What follows belongs to an exercise in optimizing a design on an open flow for small area, a short achievable clock period and few clock cycles; a production flow would make more cautious choices. The RTL was checked by simulation tests, not by an equivalence proof against the original design. Power figures rest on the tool's default switching activity, not on a simulated workload.

==> design/flow/design.v <==
module vendingMachine(
   clk,
   reset,
   coinInA,
   coinInB,
   coinInC,
   coinInD,
   itemTypeIn,
   itemNumberIn,
   forceIn,
   coinOutA,
   coinOutB,
   coinOutC,
   coinOutD,
   itemTypeOut,
   itemNumberOut,
   serviceTypeOut
);
input          clk;
input          reset;
input  [5:0]   coinInA;           
input  [5:0]   coinInB;           
input  [5:0]   coinInC;           
input  [5:0]   coinInD;           
input  [1:0]   itemTypeIn;        
input  [2:0]   itemNumberIn;      
input          forceIn;           
output [5:0]   coinOutA;          
output [5:0]   coinOutB;          
output [5:0]   coinOutC;          
output [5:0]   coinOutD;          
output [1:0]   itemTypeOut;       
output [2:0]   itemNumberOut;     
output [1:0]   serviceTypeOut;    
reg    [5:0]   coinOutA;          
reg    [5:0]   coinOutB;          
reg    [5:0]   coinOutC;          
reg    [5:0]   coinOutD;          
reg    [1:0]   itemTypeOut;       
reg    [2:0]   itemNumberOut;     
reg    [1:0]   serviceTypeOut;    
reg            forceService;      
reg    [5:0]   countA;            
reg    [5:0]   countB;            
reg    [5:0]   countC;            
reg    [5:0]   countD;            
reg    [12:0]  inputValue;        
reg    [12:0]  serviceValue;      
reg    [1:0]   serviceCoinType;   
reg            changeReady;       
reg            initialized;       
always @ (posedge clk) begin
   if (!reset) begin
      coinOutA          <= 6'd0;
      coinOutB          <= 6'd0;
      coinOutC          <= 6'd0;
      coinOutD          <= 6'd0;
      itemTypeOut       <= 2'b00;
      itemNumberOut     <= 3'd0;
      serviceTypeOut    <= 2'b01;
      forceService      <= 1'b0;
      countA            <= 6'd5;
      countB            <= 6'd30;
      countC            <= 6'd10;
      countD            <= 6'd20;
      inputValue        <= 13'd0;
      serviceValue      <= 13'd0;
      serviceCoinType   <= 2'd0;
      changeReady       <= 1'b0;
      initialized       <= 1'b1;
   end
   else if (initialized) begin
      case (serviceTypeOut)
         2'b01   : begin
            if (itemNumberIn != 3'd0) begin   
               coinOutA          <= 6'd0;
               coinOutB          <= 6'd0;
               coinOutC          <= 6'd0;
               coinOutD          <= 6'd0;
               itemTypeOut       <= itemTypeIn;
               itemNumberOut     <= itemNumberIn;
               serviceTypeOut    <= 2'b10;
               forceService      <= forceIn;
               countA            <= (({1'b0, countA} + {1'b0, coinInA}) >= {1'b0, 6'b111111}) ? 6'b111111 : 
                                    (countA + coinInA);
               countB            <= (({1'b0, countB} + {1'b0, coinInB}) >= {1'b0, 6'b111111}) ? 6'b111111 : 
                                    (countB + coinInB);
               countC            <= (({1'b0, countC} + {1'b0, coinInC}) >= {1'b0, 6'b111111}) ? 6'b111111 : 
                                    (countC + coinInC);
               countD            <= (({1'b0, countD} + {1'b0, coinInD}) >= {1'b0, 6'b111111}) ? 6'b111111 : 
                                    (countD + coinInD);
               inputValue        <= (13'd50 * {7'd0, coinInA}) + 
                                    (13'd10 * {7'd0, coinInB}) + 
                                    (13'd5 * {7'd0, coinInC}) + 
                                    (13'd1 * {7'd0, coinInD});
               serviceValue      <= (itemTypeIn == 2'b00) ? ({10'd0, itemNumberIn} * 13'd15) : 
                                    (itemTypeIn == 2'b01) ? ({10'd0, itemNumberIn} * 13'd25) : 
                                    (itemTypeIn == 2'b10) ? ({10'd0, itemNumberIn} * 13'd75) : 
                                    (itemTypeIn == 2'b11) ? ({10'd0, itemNumberIn} * 13'd100) : 13'd0;
               serviceCoinType   <= 2'b00;
               changeReady       <= 1'b0;
            end
         end
         2'b00  : begin
            serviceTypeOut <= 2'b01;
         end
         default       : begin
            if (!changeReady) begin
               if (inputValue < serviceValue) begin
                  if (forceService) begin
                     itemNumberOut <= itemNumberOut - 3'd1;
                     serviceValue  <= (itemTypeOut == 2'b00) ? (serviceValue - 13'd15) : 
                                      (itemTypeOut == 2'b01) ? (serviceValue - 13'd25) : 
                                      (itemTypeOut == 2'b10) ? (serviceValue - 13'd75) : 
                                      (itemTypeOut == 2'b11) ? (serviceValue - 13'd100) : 13'd0;
                  end
                  else begin
                     changeReady   <= 1'b1;
                     serviceValue  <= inputValue;
                     itemNumberOut <= 3'd0;
                  end
               end
               else begin
                  changeReady   <= 1'b1;
                  serviceValue  <= inputValue - serviceValue;
               end
            end
            else begin
               case (serviceCoinType)
                  2'b00 : begin
                     if (serviceValue >= 13'd50) begin
                        if (countA == 6'd0) begin
                           serviceCoinType <= 2'b01;
                        end
                        else begin
                           coinOutA <= coinOutA + 6'd1;
                           countA <= countA - 6'd1;
                           serviceValue <= serviceValue - 13'd50;
                        end
                     end
                     else begin
                        serviceCoinType <= 2'b01;
                     end
                  end
                  2'b01 : begin
                     if (serviceValue >= 13'd10) begin
                        if (countB == 6'd0) begin
                           serviceCoinType <= 2'b10;
                        end
                        else begin
                           coinOutB <= coinOutB + 6'd1;
                           countB <= countB - 6'd1;
                           serviceValue <= serviceValue - 13'd10;
                        end
                     end
                     else begin
                        serviceCoinType <= 2'b10;
                     end
                  end
                  2'b10  : begin
                     if (serviceValue >= 13'd5) begin
                        if (countC == 6'd0) begin
                           serviceCoinType <= 2'b11;
                        end
                        else begin
                           coinOutC <= coinOutC + 6'd1;
                           countC <= countC - 6'd1;
                           serviceValue <= serviceValue - 13'd5;
                        end
                     end
                     else begin
                        serviceCoinType <= 2'b11;
                     end
                  end
                  2'b11  : begin
                     if (serviceValue >= 13'd1) begin
                        if (countD == 6'd0) begin
                           coinOutA          <= 6'd0;
                           coinOutB          <= 6'd0;
                           coinOutC          <= 6'd0;
                           coinOutD          <= 6'd0;
                           countA            <= (countA + coinOutA);
                           countB            <= (countB + coinOutB);
                           countC            <= (countC + coinOutC);
                           countD            <= (countD + coinOutD);
                           serviceCoinType   <= 2'b00;
                           if (forceService) begin
                              itemNumberOut     <= itemNumberOut - 3'd1;
                              serviceValue      <= (13'd50 * {7'd0, coinOutA}) + 
                                                   (13'd10 * {7'd0, coinOutB}) + 
                                                   (13'd5 * {7'd0, coinOutC}) + 
                                                   (13'd1 * {7'd0, coinOutD}) + 
                                                   serviceValue + (
                                                   (itemTypeOut == 2'b00) ? 13'd15 : 
                                                   (itemTypeOut == 2'b01) ? 13'd25 : 
                                                   (itemTypeOut == 2'b10) ? 13'd75 : 
                                                   (itemTypeOut == 2'b11) ? 13'd100 : 13'd0);
                           end
                           else begin
                              serviceValue   <= inputValue;
                              itemNumberOut  <= 3'd0;
                           end
                        end
                        else begin
                           coinOutD <= coinOutD + 6'd1;
                           countD <= countD - 6'd1;
                           serviceValue <= serviceValue - 13'd1;
                        end
                     end
                     else begin
                        serviceTypeOut <= 2'b00;
                     end
                  end
               endcase
            end
         end
      endcase
   end
end
endmodule
==> design/flow/run.sh <==
#!/bin/bash
# synth_recipe.tcl (not shown) runs the flow's synth.tcl, then flattens the netlist and writes it again
# the make line also repeats each setting of config.mk as NAME=value (left out here)
make -C /OpenROAD-flow-scripts/flow DESIGN_CONFIG=/design/flow/config.mk WORK_HOME=/design/flow/orfs CLKGATE_MAP_FILE= SYNTH_SCRIPT=/design/flow/synth_recipe.tcl finish
==> design/flow/config.mk <==
export PLATFORM = sky130hd
export DESIGN_NAME = vendingMachine
export DESIGN_NICKNAME = vendingMachine
export VERILOG_FILES = /design/flow/design.v
export SDC_FILE = /design/flow/constraint.sdc
export NUM_CORES = 4
export LEC_CHECK = 0
export CAP_MARGIN = 20
export CORE_MARGIN = 2
export CORE_UTILIZATION = 40
export SLEW_MARGIN = 20
==> design/flow/constraint.sdc <==
create_clock -name core_clock -period 6.0 [get_ports {clk}]
set_input_delay 1.2000 -clock core_clock [delete_from_list [all_inputs] [get_ports {clk}]]
set_output_delay 1.2000 -clock core_clock [all_outputs]
set_load 0.01 [all_outputs]
==> results.txt <==
==> final timing paths <==
path                                   start                       endpoint  depth (start not counted)
setup / recovery    coinOutA[1]$_SDFFE_PN0P_  serviceValue[12]$_SDFFE_PN0P_                         20
hold / removal    inputValue[0]$_SDFFE_PN0P_     inputValue[0]$_SDFFE_PN0P_                          2
setup reg to reg    coinOutA[1]$_SDFFE_PN0P_  serviceValue[12]$_SDFFE_PN0P_                         20
hold reg to reg   inputValue[0]$_SDFFE_PN0P_     inputValue[0]$_SDFFE_PN0P_                          2
==> metrics by stage <==
step	instances	setup TNS [ns]	worst slack [ns]	hold slack, ns
6_report	2149	0	0.264	0.467
5_1_grt	2149	0	0.000905	0.501
4_1_cts	2149	0	0.0593	0.466
3_5_place_dp	2133	-0.0537	-0.0445	0.453
3_3_place_gp	2133	0	0.0515	0.446
2_1_floorplan	1661	0	0.317	0.436
==> cell usage after synthesis, types with 5 or more instances <==
| cell type | instances | share of area |
|---|---|---|
| ha_1 | 209 | 0.20 |
| inv_1 | 154 | 0.044 |
| nand2_1 | 147 | 0.042 |
| a21oi_1 | 143 | 0.054 |
| nor2_1 | 102 | 0.029 |
| xnor2_1 | 92 | 0.061 |
| dfxtp_1 | 85 | 0.13 |
| o21ai_0 | 78 | 0.030 |
| fa_1 | 68 | 0.10 |
| clkbuf_1 | 62 | 0.018 |
| nand3_1 | 50 | 0.019 |
| nor3_1 | 31 | 0.012 |
| a21o_1 | 29 | 0.017 |
| nor2b_1 | 28 | 0.013 |
| nand2b_1 | 26 | 0.012 |
| o221ai_1 | 24 | 0.016 |
| xor2_1 | 21 | 0.014 |
| a31oi_1 | 19 | 0.0090 |
| or3_1 | 18 | 0.0086 |
| o211ai_1 | 14 | 0.0080 |
| o21bai_1 | 14 | 0.0080 |
| o22ai_1 | 14 | 0.0067 |
| a211oi_1 | 13 | 0.0074 |
| and3_1 | 13 | 0.0062 |
| o21a_1 | 13 | 0.0074 |
| nor4_1 | 10 | 0.0048 |
| a221o_1 | 9 | 0.0069 |
| a311oi_1 | 9 | 0.0060 |
| buf_1 | 9 | 0.0026 |
| o31ai_1 | 9 | 0.0051 |
| a221oi_1 | 8 | 0.0053 |
| mux2i_1 | 8 | 0.0061 |
| a2111oi_0 | 7 | 0.0047 |
| and2_1 | 7 | 0.0033 |
| a211o_1 | 6 | 0.0040 |
| a32oi_1 | 6 | 0.0040 |
| nand4_1 | 6 | 0.0029 |
| o311ai_0 | 6 | 0.0040 |
| a22oi_1 | 5 | 0.0029 |
| a41oi_1 | 5 | 0.0033 |
| o2111ai_1 | 5 | 0.0033 |
==> power by group through the flow <==
| stage | clock, uW | combinational (uW) | sequential (uW) |
|---|---|---|---|
| 2_1_floorplan | 0 | 3030 | 810 |
| 6_report | 597 | 4170 | 944 |
| 5_1_grt | 625 | 4610 | 953 |
| 3_5_place_dp | 0 | 4030 | 942 |
| 4_1_cts | 608 | 4080 | 929 |
| 3_3_place_gp | 0 | 3990 | 941 |
==> state kept, by name, indices dropped and copies added (netlist names) <==
signal,cells
changeReady,1
coinOutA,6
coinOutB,6
coinOutC,6
coinOutD,6
countA,6
countB,6
countC,6
countD,6
forceService,1
inputValue,13
itemNumberOut,3
itemTypeOut,2
serviceCoinType,2
serviceTypeOut,2
serviceValue,13
==> logic make-up (layout without fill, tap and decap cells) <==
kind of cell | after synthesis | after routing | share of synthesized area
compound gates | 482 | 482 | 0.247
simple gates | 460 | 460 | 0.167
fa+ha+maj | 277 | 277 | 0.302
buf+inv | 232 | 278 | 0.0664
xor+xnor | 113 | 113 | 0.0753
flops | 85 | 85 | 0.129
mux | 12 | 12 | 0.0121
==> routing by layer <==
metal	GRT usage	wire length [um]
met1	0.354	19200
met2	0.419	19500
met3	0.0452	3440
met4	0.108	1910
met5	0	0
==> cell type report <==
cell class / count / area (um2)
inverter: 159 / 597
sequential: 85 / 1700
multi-input combinational: 1344 / 10600
clock buffer: 11 / 253
fill: 3274 / 17700
clock inverter: 5 / 42.5
timing repair buffer: 103 / 928
tap: 442 / 553
==> worst min-delay path, cell delays in order, from the launching register on <==
cell     delay (ns)
dfxtp_1        0.32
nand2_1        0.05
a21oi_1        0.05
==> summary.txt <==
Run status
  • Status: no timing/DRC/antenna violations

Power
  • Combinational share of power: 0.730
  • Power per Cell Area: 388 nW/um2
  • Total power: 5710 uW
  • Internal power: 2680 uW
  • Clock network power share: 0.105
  • LEAKAGE: 0.00641 uW
  • Sequential share of power: 0.165
  • Net Switching: 3030 uW
  • Sw Share: 0.530
  • Maximum VDD drop: 0.000181 V

Clock network
  • Clk sinks: 85
  • # resized after CTS: 0
  • Clock latency (worst-skew pair): 0.38 ns
  • CTS tree: built
  • TritonCTS Buffers: 9
  • Post-CTS Setup Repair Bufs: 0
  • Clk buf depth: 2
  • Hold buffers post-CTS: 0
  • H-Tree Depth: 3
  • Clk root buf: clkbuf_16
  • Clock slew seen by the registers of the worst setup and hold paths: 0.08 ns

Global routing
  • GRT Total Usage: 0.264
  • Total global routing overflow: 0
  • Global-route wire length before repair: 69.8 mm
  • Number of global-route vias before repair: 12300
  • Initial antenna violation count: 0
  • Largest net degree at the start of global routing: 42

Placement
  • IO Port Bufs: 62
  • Dpl hpwl: 34.5 mm
  • Gpl congestion: 0.967
  • Placement Cell Area: 14400 um2

Timing
  • Actual slew at the worst max-slew pin: 1.04 ns
  • Crit path time final: 5.74 ns
  • Worst slew margin: 0.307
  • Final setup fails: 0
  • Final worst-path cycle share: 0.956
  • Final Hold Fails: 0
  • Max Fclk: 174 MHz
  • RSZ-0062 raised after global routing: no
  • Worst clock skew: 0.0180 ns
  • Final Slew Violations: 0

Critical path
  • Worst R2R Setup Slack: 0.26 ns
  • CP most frequent cell: fa_1
  • CP Max Fanout: 5
  • WP data required: 6.25 ns
  • Critical Path Start Type: register
  • Worst Path Arrival: 5.98 ns
  • Slowest-stage cell, CP: fa_1
  • Critical path class: reg -> reg
  • Buf/Inv on CP: 4
  • Crit-path leading delay family: adder cells
  • Critical-path cell list: ha_1 -> ha_1 -> ha_1 -> inv_1 -> fa_1 -> fa_1 -> fa_1 -> inv_1 -> fa_1 -> inv_1 -> fa_1 -> inv_1 -> ha_4 -> nand3_2 -> o2111ai_2 -> a21oi_1 -> o22ai_2 -> mux2_4 -> a311oi_2 -> a31oi_1
  • Setup crit end kind: register
  • Crit-path max cell delay: 0.57 ns

Yosys
  • Syn_area_per_cell: 7.92 um2
  • Yosys reg bits: 85
  • Cells after Synth: 1661
  • Sequential share of the synthesized area: 0.129
  • Number of synthesized flops with an enable pin: 0
  • Yosys cell types: 81
  • Syn. warnings: 1
  • Syn Std Cell Area: 13100 um2
  • Fraction of registers with async set/reset: 0
  • Synth Net Count: 1970
  • Synth Flop Type: dfxtp_1

Floorplanning
  • Initial Util: 0.405
  • Die width: 185 um
  • I/O Pins: 63
  • DIE HEIGHT: 185 um
  • Std cell rows: 66
  • Die area: 34300 um2
  • Core area: 32500 um2

Layout
  • Commonest non-fill, non-tap cell in the layout: ha_1
  • Commonest cells after routing, fill and taps aside: 208 x ha_1, 154 x inv_1, 147 x nand2_1
  • Design area: 14700 um2
  • Share of cells above drive strength 1: 0.0521
  • P&R area growth vs syn: 11.9%
  • Ant. Diodes: 0
  • Util after Layout: 0.453
  • Nets: 2011

Job
  • Max Cap Violations: 0

Route
  • Routed WL: 44.1 mm
  • Routed Antenna Nets: 0
  • Starting DRT DRC Count: 1300
  • Wire per inst: 20.5 um
  • Pre-antenna DRT Iters: 6
  • Vias per cell: 5.94
  • Via Count: 12800
  • Residual DRC: 0

Min path
  • Min-Delay Path Class: reg -> reg

separate check: timing with driven ports:
Ports are ideal in the flow. The routed layout listed here was re-timed in OpenROAD.
Step 1, drivers: a clkbuf_16 drives clk and a buf_2 each remaining input, both assumed.
Step 2 moves the port delays by t, midway between the first and last clock arrival at a register: inputs arrive t later, outputs are due t later. That takes back most of the time a late clock gives input paths.
a / b / c = ideal ports / drivers / drivers and shift; a / b = the first two.
t, ns: 0.414
slack for setup (ns): 0.264 / 0.264 / -0.050
worst setup path at the end: input to register
slew at the worst register clock pin (ns): 0.08 / 0.08
With both steps, setup timing fails in this run, where it was met with ideal ports. For this run, drivers alone change the setup slack by 0.000 ns; drivers and shift together by -0.314 ns.
